This is an optimization exercise on Yosys and OpenROAD, whose aim is small area, not a production implementation.
At most, simulation tests tie the RTL to the original design; equivalence was not proved.
The clock port is modelled as an ideal driver, which makes a skipped or thinned clock tree look cheaper than it is; a real chip needs a root buffer or a tree.
Power figures rest on the tool's default switching activity, not on a simulated workload.

==> flow/design.v <==
module pwm (
    input  logic       clk,
    input  logic       reset,
    output logic [8:0] q,
    output logic       step
);
    localparam logic [9:0] C_START = 10'd51;
    localparam logic [9:0] C_LAST  = 10'd356;
    localparam logic [9:0] C_MASK  = 10'b0010111011;
    logic [1:0] r;
    logic [9:0] c;
    logic [2:0] low3;
    logic       c_last;
    assign c_last = ((c ^ C_LAST) & C_MASK) == 10'd0;
    always_ff @(posedge clk) begin
        if (reset) begin
            r <= 2'd0;
            q <= 9'd0;
        end else if (r == 2'd2) begin
            r <= 2'd0;
            q <= (q == 9'd399) ? 9'd0 : q + 9'd1;
        end else begin
            r <= r + 2'd1;
        end
        if (reset || c_last)
            c <= C_START;
        else
            c <= {c[8:0], c[9] ^ c[6]};
    end
    assign low3 = {q[1:0], 1'b0} + q[2:0] + {1'b0, r};
    assign step = c_last && (low3 == 3'd7);
endmodule
module cycle (
    input  logic       clk,
    input  logic       reset,
    input  logic       step,
    output logic [8:0] k,
    output logic [2:0] s,
    output logic       first
);
    always_ff @(posedge clk) begin
        if (reset) begin
            k <= 9'd1;
            s <= 3'd5;
            first <= 1'b1;
        end else if (step) begin
            k <= s[0] ? k - 9'd1 : k + 9'd1;
            if (s[0] ? (k == 9'd1) : (k == 9'd399))
                s <= (s == 3'd5) ? 3'd0 : s + 3'd1;
            if (s == 3'd2)
                first <= 1'b0;
        end
    end
endmodule
module top (
    input clk,
    input reset,
    output RGB_R,
    output RGB_G,
    output RGB_B
);
    logic [8:0] q, k;
    logic [2:0] s;
    logic step, first;
    logic cin, lit;
    logic r_on, g_on, b_on;
    pwm   carrier (.clk(clk), .reset(reset), .q(q), .step(step));
    cycle seq (.clk(clk), .reset(reset), .step(step), .k(k), .s(s), .first(first));
    assign cin = first && (s == 3'd1 || s == 3'd2);
    assign lit = ({1'b0, q} < {1'b0, k} + {9'd0, cin});
    always_comb begin
        case (s)
            3'd0: begin r_on = !first || lit; g_on = lit;  b_on = 1'b0; end
            3'd1: begin r_on = lit;          g_on = 1'b1; b_on = 1'b0; end
            3'd2: begin r_on = first && lit; g_on = 1'b1; b_on = !first && lit; end
            3'd3: begin r_on = 1'b0;         g_on = lit;  b_on = 1'b1; end
            3'd4: begin r_on = lit;          g_on = 1'b0; b_on = 1'b1; end
            default: begin r_on = !first;    g_on = 1'b0; b_on = !first && lit; end
        endcase
    end
    assign RGB_R = ~r_on;
    assign RGB_G = ~g_on;
    assign RGB_B = ~b_on;
endmodule
Settings: LEC_CHECK=0, CAP_MARGIN=20, CORE_MARGIN=2, CORE_UTILIZATION=40, SLEW_MARGIN=20; clock period 5.0 ns.
run.sh (not shown) runs the stock make flow with config.mk's settings and CLKGATE_MAP_FILE= SYNTH_SCRIPT=/design/flow/synth_recipe.tcl, a recipe that flattens the netlist after the stock synthesis.
Next try:
--- a/flow/design.v
+++ b/flow/design.v
@@ -38,17 +38,25 @@
     output logic [2:0] s,
     output logic       first
 );
+    logic [8:0] tog;
+    always_comb begin
+        tog[0] = step;
+        for (int i = 1; i < 9; i++)
+            tog[i] = tog[i-1] & (k[i-1] ^ s[0]);
+    end
     always_ff @(posedge clk) begin
         if (reset) begin
             k <= 9'd1;
             s <= 3'd5;
             first <= 1'b1;
-        end else if (step) begin
-            k <= s[0] ? k - 9'd1 : k + 9'd1;
-            if (s[0] ? (k == 9'd1) : (k == 9'd399))
-                s <= (s == 3'd5) ? 3'd0 : s + 3'd1;
-            if (s == 3'd2)
-                first <= 1'b0;
+        end else begin
+            k <= k ^ tog;
+            if (step) begin
+                if (s[0] ? (k == 9'd1) : (k == 9'd399))
+                    s <= (s == 3'd5) ? 3'd0 : s + 3'd1;
+                if (s == 3'd2)
+                    first <= 1'b0;
+            end
         end
     end
 endmodule
@@ -67,7 +75,13 @@
     pwm   carrier (.clk(clk), .reset(reset), .q(q), .step(step));
     cycle seq (.clk(clk), .reset(reset), .step(step), .k(k), .s(s), .first(first));
     assign cin = first && (s == 3'd1 || s == 3'd2);
-    assign lit = ({1'b0, q} < {1'b0, k} + {9'd0, cin});
+    logic [9:0] cy;
+    always_comb begin
+        cy[0] = cin;
+        for (int i = 0; i < 9; i++)
+            cy[i+1] = (k[i] & ~q[i]) | (cy[i] & (k[i] | ~q[i]));
+    end
+    assign lit = cy[9];
     always_comb begin
         case (s)
             3'd0: begin r_on = !first || lit; g_on = lit;  b_on = 1'b0; end
Effect: Design area went down by about 10%. Cell count went down by 14%. Die area went down by 8.6%. Setup slack improved by 0.67 ns. Total power went down by 7.3%. Wire length went down by about 16%. Via count went down by 14%. Sequential power is about the same. Global-route usage went down by 1.6 points. Count of clock-buffer cells in the layout went up by 1. Synthesized cell count went down by 12%. First-iteration DRC count went down by about 50%.
For the first run of this note, only the layout was checked, not whether the RTL still works.

top, a different RTL version from the one above (not shown whole).
Size in the first run: ~29 flip-flops, roughly 5 I/O pins, about 1400 um2 of cells after synthesis.
==> module pwm, before the edit <==
module pwm (
    input  logic       clk,
    input  logic       reset,
    output logic [8:0] q,
    output logic       step
);
    localparam logic [4:0] C_START = 5'd5;
    logic [1:0] r;
    logic [4:0] c;
    logic       low7, e200, c_last, q_wrap, q_clr;
    logic [8:0] cy;
    assign c_last = !c[4] && !c[2] && !c[1];
    assign q_wrap = r[1] & q[8] & q[7] & q[3] & q[2] & q[1] & q[0];
    assign q_clr  = reset | q_wrap;
    always_comb begin
        for (int i = 0; i < 9; i++)
            cy[i] = r[1] & ((q | ~(9'h1ff >> (9 - i))) == 9'h1ff);
    end
    always_comb begin
        case (r)
            2'd0:    begin low7 = (q[2:0] == 3'd5); e200 = (q[8:3] == 6'd16 || q[8:3] == 6'd41); end
            2'd1:    begin low7 = (q[2:0] == 3'd2); e200 = (q[8:3] == 6'd8 || q[8:3] == 6'd33); end
            default: begin low7 = (q[2:0] == 3'd7); e200 = (q[8:3] == 6'd24 || q[8:3] == 6'd49); end
        endcase
    end
    always_ff @(posedge clk) begin
        r[1] <= !reset && r[0];
        r[0] <= !(reset || r[1] || r[0]);
        q <= q_clr ? 9'd0 : q ^ cy;
        if (reset || (low7 && e200 && c_last))
            c <= C_START;
        else if (low7 && e200)
            c <= {c[3:0], c[4] ^ c[2]};
    end
    assign step = low7 && e200 && c_last;
endmodule
export LEC_CHECK = 0
export CAP_MARGIN = 20
export CORE_AREA = 2 2 62 62
export DIE_AREA = 0 0 64 64
export PLACE_DENSITY = 0.95
export SLEW_MARGIN = 20
create_clock -name core_clock -period 5.0 [get_ports {clk}]
standard.sh (not shown) runs the stock make flow with config.mk's settings and CLKGATE_MAP_FILE= SYNTH_SCRIPT=/design/flow/synth_recipe.tcl, a recipe that flattens the netlist after the stock synthesis.
==> flow/flow/run.sh <==
#!/bin/bash
set -euo pipefail
W=$(pwd)
F=$W/flow
{ head -n 1 synth_recipe.tcl; cat "$F/abc_proc.tcl"; tail -n +2 synth_recipe.tcl; } > my_synth.tcl
sed "s#SYNTH_SCRIPT=[^ ]*#SYNTH_SCRIPT=$W/my_synth.tcl#" standard.sh > my_standard.sh
grep -q "SYNTH_SCRIPT=$W/my_synth.tcl" my_standard.sh
best=""
best_area=""
for script in "$F"/abc*.script; do
  rm -rf orfs
  MY_ABC_SCRIPT=$script bash my_standard.sh synth > "synth_$(basename "$script" .script).log" 2>&1
  area=$(awk '/Chip area for (top )?module/ {a=$NF} END {print a}' orfs/reports/*/top/base/synth_stat.txt)
  echo "$script: $area" >> synth_choice.log
  if [[ -z "$best" ]] || awk -v a="$area" -v b="$best_area" 'BEGIN {exit !(a < b)}'; then
    best=$script
    best_area=$area
  fi
done
echo "chosen: $best ($best_area)" >> synth_choice.log
rm -rf orfs
export MY_ABC_SCRIPT=$best
export POST_CTS_TCL=$F/cts_post.tcl
export CLK_NET_NAME=clk
export CLK_CONFIGS="1 sky130_fd_sc_hd__clkbuf_8 2 sky130_fd_sc_hd__clkbuf_4 3 sky130_fd_sc_hd__clkbuf_4 1 sky130_fd_sc_hd__clkbuf_16 2 sky130_fd_sc_hd__clkbuf_8 3 sky130_fd_sc_hd__clkbuf_8 4 sky130_fd_sc_hd__clkbuf_8"
export CLK_SLEW_TARGET=0.112
export BUFFER_PORTS_ARGS="-buffer_cell sky130_fd_sc_hd__buf_1"
bash my_standard.sh > flow.log 2>&1
Other scripts of this flow, unchanged in this note and not shown: flow/flow/abc1.script, flow/flow/abc2.script, flow/flow/abc3.script, flow/flow/abc4.script, flow/flow/abc_proc.tcl, flow/flow/cts_post.tcl
Change:
--- a/flow/design.v
+++ b/flow/design.v
@@ -4,35 +4,38 @@
     output logic [8:0] q,
     output logic       step
 );
-    localparam logic [4:0] C_START = 5'd5;
+    localparam logic [9:0] C_START = 10'd51;
+    localparam logic [9:0] C_LAST  = 10'd356;
+    localparam logic [9:0] C_MASK  = 10'b0010111011;
     logic [1:0] r;
-    logic [4:0] c;
-    logic       low7, e200, c_last, q_wrap, q_clr;
+    logic [9:0] c;
+    logic       low7;
+    logic       c_last, q_wrap, q_clr;
     logic [8:0] cy;
-    assign c_last = !c[4] && !c[2] && !c[1];
+    assign c_last = ((c ^ C_LAST) & C_MASK) == 10'd0;
     assign q_wrap = r[1] & q[8] & q[7] & q[3] & q[2] & q[1] & q[0];
     assign q_clr  = reset | q_wrap;
     always_comb begin
         for (int i = 0; i < 9; i++)
             cy[i] = r[1] & ((q | ~(9'h1ff >> (9 - i))) == 9'h1ff);
     end
-    always_comb begin
-        case (r)
-            2'd0:    begin low7 = (q[2:0] == 3'd5); e200 = (q[8:3] == 6'd16 || q[8:3] == 6'd41); end
-            2'd1:    begin low7 = (q[2:0] == 3'd2); e200 = (q[8:3] == 6'd8 || q[8:3] == 6'd33); end
-            default: begin low7 = (q[2:0] == 3'd7); e200 = (q[8:3] == 6'd24 || q[8:3] == 6'd49); end
-        endcase
-    end
     always_ff @(posedge clk) begin
         r[1] <= !reset && r[0];
         r[0] <= !(reset || r[1] || r[0]);
         q <= q_clr ? 9'd0 : q ^ cy;
-        if (reset || (low7 && e200 && c_last))
+        if (reset || c_last)
             c <= C_START;
-        else if (low7 && e200)
-            c <= {c[3:0], c[4] ^ c[2]};
+        else
+            c <= {c[8:0], c[9] ^ c[6]};
     end
-    assign step = low7 && e200 && c_last;
+    always_comb begin
+        case (r)
+            2'd0:    low7 = (q[2:0] == 3'd5);
+            2'd1:    low7 = (q[2:0] == 3'd2);
+            default: low7 = (q[2:0] == 3'd7);
+        endcase
+    end
+    assign step = c_last && low7;
 endmodule
 module cycle (
     input  logic       clk,
Effect: The new run produced a clean layout; fmax goes up by 7.9%; power rises by 16%; setup slack improved by 0.30 ns; via count goes down by 8.1%; worst hold slack degrades by 0.021 ns.
No run of this note takes its clock network from TritonCTS; it comes from the design's own scripts or RTL.

## separate check: timing with driven ports
In the flow no input, the clock included, has a driving cell. The finished layouts below were timed again as built, in two steps.
Step 1 assumes that a clkbuf_16 drives the clock port and a buf_2 every other input.
Step 2 moves the port delays by t, midway between the first and last clock arrival at a register: inputs arrive t later, outputs are due t later. That takes back most of the time a late clock gives input paths.
a / b / c = ideal ports / drivers / drivers and shift; a / b = the first two.
run	t, ns	slack for setup (ns)	worst setup path at the end	latest minus earliest clock arrival (ns)	pins driven straight from the clock port
the first run of note 1	0.313	0.534 / 0.506 / 0.819	register to output	0.006 / 0.006	1
the second run of note 1	0.299	1.207 / 1.180 / 1.479	register to output	0.005 / 0.004	1
the first run of note 2	0.191	0.941 / 0.941 / 0.941	register to register	0.007 / 0.008	1
the second run of note 2	0.190	1.236 / 1.201 / 1.327	register to register	0.007 / 0.007	2
After both steps setup and hold are still met in every run listed.
